What follows belongs to an exercise in optimizing a design on an open flow for small area and a short achievable clock period; a production flow would make more cautious choices.
Where RTL was checked, it was by simulation tests only, not by an equivalence proof against the original.
Power figures rest on the tool's default switching activity, not on a simulated workload.

Design e203_exu_alu_dpath, start of the top module:
module e203_exu_alu_dpath(
  input alu_req_alu,
  input alu_req_alu_add,
  input alu_req_alu_sub,
  input alu_req_alu_xor,
  input alu_req_alu_sll,
  input alu_req_alu_srl,
  input alu_req_alu_sra,
  input alu_req_alu_or,
  input alu_req_alu_and,
  input alu_req_alu_slt,
  input alu_req_alu_sltu,
  input alu_req_alu_lui,
  input [32-1:0] alu_req_alu_op1,
  input [32-1:0] alu_req_alu_op2,
  output [32-1:0] alu_req_alu_res,
  input bjp_req_alu,
  input [32-1:0] bjp_req_alu_op1,
  input [32-1:0] bjp_req_alu_op2,
  input bjp_req_alu_cmp_eq,
  input bjp_req_alu_cmp_ne,
  input bjp_req_alu_cmp_lt,
  input bjp_req_alu_cmp_gt,
  input bjp_req_alu_cmp_ltu,
  input bjp_req_alu_cmp_gtu,
  input bjp_req_alu_add,
  output bjp_req_alu_cmp_res,
  output [32-1:0] bjp_req_alu_add_res,
  input agu_req_alu,
  input [32-1:0] agu_req_alu_op1,
  input [32-1:0] agu_req_alu_op2,
  input agu_req_alu_swap,
  input agu_req_alu_add,
  input agu_req_alu_and,
  input agu_req_alu_or,
  input agu_req_alu_xor,
  input agu_req_alu_max,
  input agu_req_alu_min,
  input agu_req_alu_maxu,
  input agu_req_alu_minu,
  output [32-1:0] agu_req_alu_res,
  input agu_sbf_0_ena,
  input [32-1:0] agu_sbf_0_nxt,
  output [32-1:0] agu_sbf_0_r,
  input agu_sbf_1_ena,
  input [32-1:0] agu_sbf_1_nxt,
  output [32-1:0] agu_sbf_1_r,
  input clk,
  input rst_n
);
Settings: LEC_CHECK=0, CAP_MARGIN=20, CORE_MARGIN=2, CORE_UTILIZATION=40, CTS_BUF_LIST=sky130_fd_sc_hd__clkbuf_8, SETUP_SLACK_MARGIN=1.3, SLEW_MARGIN=20; clock period 8.5 ns.
standard.sh (not shown) runs the stock make flow with config.mk's settings and CLKGATE_MAP_FILE= SYNTH_SCRIPT=/design/flow/synth_recipe.tcl, a recipe that flattens the netlist after the stock synthesis.
==> flow/flow/run.sh <==
#!/bin/bash
# Layout flow: the standard flow (standard.sh) with two changes:
#  - synthesis is the standard script (synth_recipe.tcl: same passes, then
#    flatten and renames) except for the ABC mapping scripts (see synth.tcl);
#  - every port gets a buffer, as standard, but the plain buf_1 rather than
#    the delay cell buffer_ports picks by default.
set -euo pipefail
HERE=$(pwd)
export BUFFER_PORTS_ARGS="-buffer_cell sky130_fd_sc_hd__buf_1"
export MY_ABC_SCRIPT="$HERE/flow/abc.script"
if [[ -f "$HERE/flow/abc_sh.script" ]]; then
  export MY_ABC_SCRIPT_SH="$HERE/flow/abc_sh.script"
  export SYNTH_KEEP_MODULES="e203_alu_shifter"
fi
make -C "$FLOW_HOME" DESIGN_CONFIG="$HERE/config.mk" WORK_HOME="$HERE/orfs" CLKGATE_MAP_FILE= \
  SYNTH_SCRIPT="$HERE/flow/synth.tcl" synth > "$HERE/synth_make.log" 2>&1
unset SYNTH_KEEP_MODULES MY_ABC_SCRIPT MY_ABC_SCRIPT_SH
bash standard.sh > "$HERE/standard_flow.log" 2>&1
==> flow/flow/abc.script <==
strash
dch -f
map
topo
buffer
upsize
dnsize
==> flow/flow/abc_sh.script <==
strash
&get -n
&fraig -x
&put
scorr
dc2
strash
&get -n
&dch -f
&nf -R 1000
&put
buffer
upsize
dnsize
==> flow/flow/synth.tcl <==
# synth_recipe.tcl, with ABC's mapping script replaced: flow/abc.script for the
# top module and, when the design keeps a shifter module apart
# (SYNTH_KEEP_MODULES), flow/abc_sh.script for that module. Everything is
# flattened at the end exactly as synth_recipe.tcl does.
proc synth {args} { yosys synth -nofsm -noshare {*}$args }
proc abc {args} {
  set i [lsearch -exact $args -script]
  set top $args
  lset top [expr {$i + 1}] $::env(MY_ABC_SCRIPT)
  if {[info exists ::env(MY_ABC_SCRIPT_SH)] && [info exists ::env(SYNTH_KEEP_MODULES)]} {
    set sh $args
    lset sh [expr {$i + 1}] $::env(MY_ABC_SCRIPT_SH)
    foreach m $::env(SYNTH_KEEP_MODULES) { yosys abc {*}$sh $m }
    yosys abc {*}$top $::env(DESIGN_NAME)
  } else {
    yosys abc {*}$top
  }
}
source $::env(SCRIPTS_DIR)/synth.tcl
# left out here: clear keep_hierarchy, flatten, clean up, hide names made inside functions, write 1_2_yosys.v
Rerun with:
--- a/flow/config.mk
+++ b/flow/config.mk
@@ -12 +12 @@
-export SETUP_SLACK_MARGIN = 1.3
+export SETUP_SLACK_MARGIN = 1.2
Outcome: Maximum frequency stays flat; utilization decreases by 0.13 points; synthesized cell count does not change; final cell count stays flat; setup slack is worse by 0.016 ns; die area does not change; cell area hardly moves.
Rerun with:
--- a/flow/flow/run.sh
+++ b/flow/flow/run.sh
@@ -2 +2 @@
-# Layout flow: the standard flow (standard.sh) with two changes:
+# Layout flow: the standard flow (standard.sh) with these changes:
@@ -6 +6,3 @@
-#    the delay cell buffer_ports picks by default.
+#    the delay cell buffer_ports picks by default;
+#  - extra make variables for the layout steps, if flow/make_args.txt exists
+#    (e.g. letting timing repair resize cells across footprints).
@@ -18 +20,5 @@
-bash standard.sh > "$HERE/standard_flow.log" 2>&1
+EXTRA=()
+if [[ -f "$HERE/flow/make_args.txt" ]]; then
+  read -r -a EXTRA < "$HERE/flow/make_args.txt"
+fi
+bash standard.sh "${EXTRA[@]}" finish > "$HERE/standard_flow.log" 2>&1
==> flow/flow/make_args.txt (new file) <==
MATCH_CELL_FOOTPRINT=0
--- a/flow/config.mk
+++ b/flow/config.mk
@@ -12 +12 @@
-export SETUP_SLACK_MARGIN = 1.2
+export SETUP_SLACK_MARGIN = 2.3
What happened: The new run finished with timing, DRC and antenna clean. Final area came out higher by a quarter to a third. Sequential share of layout area came out lower by 4.0 points. Count of clock-buffer cells in the layout is unchanged.
Rerun with:
--- a/flow/flow/run.sh
+++ b/flow/flow/run.sh
@@ -2 +2 @@
-# Layout flow: the standard flow (standard.sh) with these changes:
+# Layout flow: the standard flow (standard.sh) with two changes:
@@ -6,3 +6 @@
-#    the delay cell buffer_ports picks by default;
-#  - extra make variables for the layout steps, if flow/make_args.txt exists
-#    (e.g. letting timing repair resize cells across footprints).
+#    the delay cell buffer_ports picks by default.
@@ -20,5 +18 @@
-EXTRA=()
-if [[ -f "$HERE/flow/make_args.txt" ]]; then
-  read -r -a EXTRA < "$HERE/flow/make_args.txt"
-fi
-bash standard.sh "${EXTRA[@]}" finish > "$HERE/standard_flow.log" 2>&1
+bash standard.sh > "$HERE/standard_flow.log" 2>&1
==> flow/flow/abc.script (replaced) <==
strash
dch
map
buffer
upsize
dnsize
--- a/flow/config.mk
+++ b/flow/config.mk
@@ -12 +12 @@
-export SETUP_SLACK_MARGIN = 2.3
+export SETUP_SLACK_MARGIN = 1.0
removed: flow/flow/make_args.txt
Wire length goes down by about 16%.
Flip-flop and latch count stays the same.
Final cell count shrinks by about 8%.
Global-route usage came out lower by 3.9 points.
Rerun with:
--- a/flow/config.mk
+++ b/flow/config.mk
@@ -11,2 +11 @@
-export CTS_BUF_LIST = sky130_fd_sc_hd__clkbuf_8
-export SETUP_SLACK_MARGIN = 1.0
+export SETUP_SLACK_MARGIN = 1.2
Outcome: Clock power rose by well over a third; via count rose slightly; routed wire length rose slightly; combinational power is about the same.

---

Another version of the RTL of e203_exu_alu_dpath (not shown whole).
Size: roughly 450 I/O pins.
// e203_exu_alu_dpath
module e203_exu_alu_dpath(
  input alu_req_alu,
  input alu_req_alu_add,
  input alu_req_alu_sub,
  input alu_req_alu_xor,
  input alu_req_alu_sll,
  input alu_req_alu_srl,
  input alu_req_alu_sra,
  input alu_req_alu_or,
  input alu_req_alu_and,
  input alu_req_alu_slt,
  input alu_req_alu_sltu,
  input alu_req_alu_lui,
  input [32-1:0] alu_req_alu_op1,
  input [32-1:0] alu_req_alu_op2,
  output [32-1:0] alu_req_alu_res,
  input bjp_req_alu,
  input [32-1:0] bjp_req_alu_op1,
  input [32-1:0] bjp_req_alu_op2,
  input bjp_req_alu_cmp_eq,
  input bjp_req_alu_cmp_ne,
  input bjp_req_alu_cmp_lt,
  input bjp_req_alu_cmp_gt,
  input bjp_req_alu_cmp_ltu,
  input bjp_req_alu_cmp_gtu,
  input bjp_req_alu_add,
  output bjp_req_alu_cmp_res,
  output [32-1:0] bjp_req_alu_add_res,
  input agu_req_alu,
  input [32-1:0] agu_req_alu_op1,
  input [32-1:0] agu_req_alu_op2,
  input agu_req_alu_swap,
  input agu_req_alu_add,
  input agu_req_alu_and,
  input agu_req_alu_or,
  input agu_req_alu_xor,
  input agu_req_alu_max,
  input agu_req_alu_min,
  input agu_req_alu_maxu,
  input agu_req_alu_minu,
  output [32-1:0] agu_req_alu_res,
  input agu_sbf_0_ena,
  input [32-1:0] agu_sbf_0_nxt,
  output [32-1:0] agu_sbf_0_r,
  input agu_sbf_1_ena,
  input [32-1:0] agu_sbf_1_nxt,
  output [32-1:0] agu_sbf_1_r,
  input clk,
  input rst_n
);
export LEC_CHECK = 0
export CAP_MARGIN = 20
export CORE_MARGIN = 2
export CORE_UTILIZATION = 40
export CTS_BUF_LIST = sky130_fd_sc_hd__clkbuf_8
export SETUP_SLACK_MARGIN = 1.6
export SLEW_MARGIN = 20
create_clock -name core_clock -period 8.5 [get_ports {clk}]
==> flow/flow/run.sh <==
#!/bin/bash
# Layout flow: the standard flow (standard.sh) with these changes:
#  - synthesis is the standard script (synth_recipe.tcl: same passes, then
#    flatten and renames) except for the ABC mapping scripts (see synth.tcl);
#  - every port gets a buffer, as standard, but the plain buf_1 rather than
#    the delay cell buffer_ports picks by default;
#  - extra make variables for the layout steps, if flow/make_args.txt exists
#    (e.g. letting timing repair resize cells across footprints).
set -euo pipefail
HERE=$(pwd)
export BUFFER_PORTS_ARGS="-buffer_cell sky130_fd_sc_hd__buf_1"
export MY_ABC_SCRIPT="$HERE/flow/abc.script"
if [[ -f "$HERE/flow/abc_sh.script" ]]; then
  export MY_ABC_SCRIPT_SH="$HERE/flow/abc_sh.script"
  export SYNTH_KEEP_MODULES="e203_alu_shifter"
fi
make -C "$FLOW_HOME" DESIGN_CONFIG="$HERE/config.mk" WORK_HOME="$HERE/orfs" CLKGATE_MAP_FILE= \
  SYNTH_SCRIPT="$HERE/flow/synth.tcl" synth > "$HERE/synth_make.log" 2>&1
unset SYNTH_KEEP_MODULES MY_ABC_SCRIPT MY_ABC_SCRIPT_SH
EXTRA=()
if [[ -f "$HERE/flow/make_args.txt" ]]; then
  read -r -a EXTRA < "$HERE/flow/make_args.txt"
fi
bash standard.sh "${EXTRA[@]}" finish > "$HERE/standard_flow.log" 2>&1
==> flow/flow/abc.script <==
strash
dch -f
map
topo
buffer
upsize
dnsize
==> flow/flow/make_args.txt <==
MATCH_CELL_FOOTPRINT=0
Scripts as last shown in full above: flow/flow/abc_sh.script, flow/flow/synth.tcl
The first run finished with timing, DRC and antenna clean.
Then changed:
SETUP_SLACK_MARGIN = 2.0   (was 1.6)
Effect:
- critical path depth stays the same
- setup slack improves by 200 ps
- sequential share of layout area is lower by 1.9 points
- cell area rose by roughly a tenth
- clock power is about the same
- total power went up by about a fifth
Then changed:
==> flow/flow/run.sh (replaced) <==
#!/bin/bash
# Layout flow: the standard flow (standard.sh) with two changes:
#  - synthesis is the standard script (synth_recipe.tcl: same passes, then
#    flatten and renames) except for the ABC mapping scripts (see synth.tcl);
#  - every port gets a buffer, as standard, but the plain buf_1 rather than
#    the delay cell buffer_ports picks by default.
set -euo pipefail
HERE=$(pwd)
export BUFFER_PORTS_ARGS="-buffer_cell sky130_fd_sc_hd__buf_1"
export MY_ABC_SCRIPT="$HERE/flow/abc.script"
if [[ -f "$HERE/flow/abc_sh.script" ]]; then
  export MY_ABC_SCRIPT_SH="$HERE/flow/abc_sh.script"
  export SYNTH_KEEP_MODULES="e203_alu_shifter"
fi
make -C "$FLOW_HOME" DESIGN_CONFIG="$HERE/config.mk" WORK_HOME="$HERE/orfs" CLKGATE_MAP_FILE= \
  SYNTH_SCRIPT="$HERE/flow/synth.tcl" synth > "$HERE/synth_make.log" 2>&1
unset SYNTH_KEEP_MODULES MY_ABC_SCRIPT MY_ABC_SCRIPT_SH
bash standard.sh > "$HERE/standard_flow.log" 2>&1
==> flow/flow/abc.script (replaced) <==
strash
dch
map
buffer
upsize
dnsize
SETUP_SLACK_MARGIN = 1.2   (was 2.0)
removed: flow/flow/make_args.txt
=>
- die area hardly moves
- wire length goes down by 7.6%
- power goes down by about 20%
- synthesized cell count barely changes
- worst hold slack is better by 6.6 ps
- fmax goes down by about 8%
- final cell count goes down by about 3.6%
Then changed:
SETUP_SLACK_MARGIN = 1.5   (was 1.2)
Outcome: Setup slack gets better by 230 ps; maximum frequency increases by 3.4%; sequential share of layout area came out lower by 0.47 points; die area does not change; clock power stays flat; wire length rises by 3.5%; flip-flop and latch count does not change; synthesized cell count does not change.
No functional check of the RTL was part of any run of this note.

separate check: timing with driven ports:
The flow's constraints put no driver on any port. The routed layouts listed below were extracted and timed again, unchanged, in two steps. Step 1 (the two cells are an assumption about what drives the block):
set clk [get_ports {clk}]
set_driving_cell -lib_cell sky130_fd_sc_hd__clkbuf_16 $clk
set_driving_cell -lib_cell sky130_fd_sc_hd__buf_2 [delete_from_list [all_inputs] $clk]
Step 2 times the ports against the registers' clock, not the clock port: input delays grow and output delays shrink by t, the midpoint of the rising clock arrivals with the driver on. a / b / c = no drivers / after step 1 / after step 2; a / b = the first two.
run	t, ns	slack for setup (ns)	worst setup path at the end	worst register clock-pin slew, ns	worst data-port slew with drivers (ns)
the first run of note 1	0.354	1.394 / 1.369 / 1.369	input to output	0.07 / 0.07	0.08
the second run of note 1	0.354	1.378 / 1.352 / 1.352	input to output	0.07 / 0.07	0.07
the third run of note 1	0.373	1.621 / 1.575 / 1.575	input to output	0.08 / 0.08	0.09
the fourth run of note 1	0.365	1.201 / 1.176 / 1.176	input to output	0.07 / 0.07	0.07
the fifth run of note 1	0.357	1.389 / 1.369 / 1.369	input to output	0.05 / 0.05	0.07
the first run of note 2	0.392	1.662 / 1.630 / 1.630	input to output	0.08 / 0.08	0.12
the second run of note 2	0.393	1.860 / 1.829 / 1.829	input to output	0.08 / 0.08	0.12
the third run of note 2	0.378	1.308 / 1.259 / 1.259	input to output	0.08 / 0.08	0.08
the fourth run of note 2	0.379	1.542 / 1.489 / 1.489	input to output	0.08 / 0.08	0.08
After both steps every run listed still meets setup and hold. For the fourth run of note 2, which loses most, drivers alone change the setup slack by -0.053 ns; drivers and shift together by -0.053 ns.
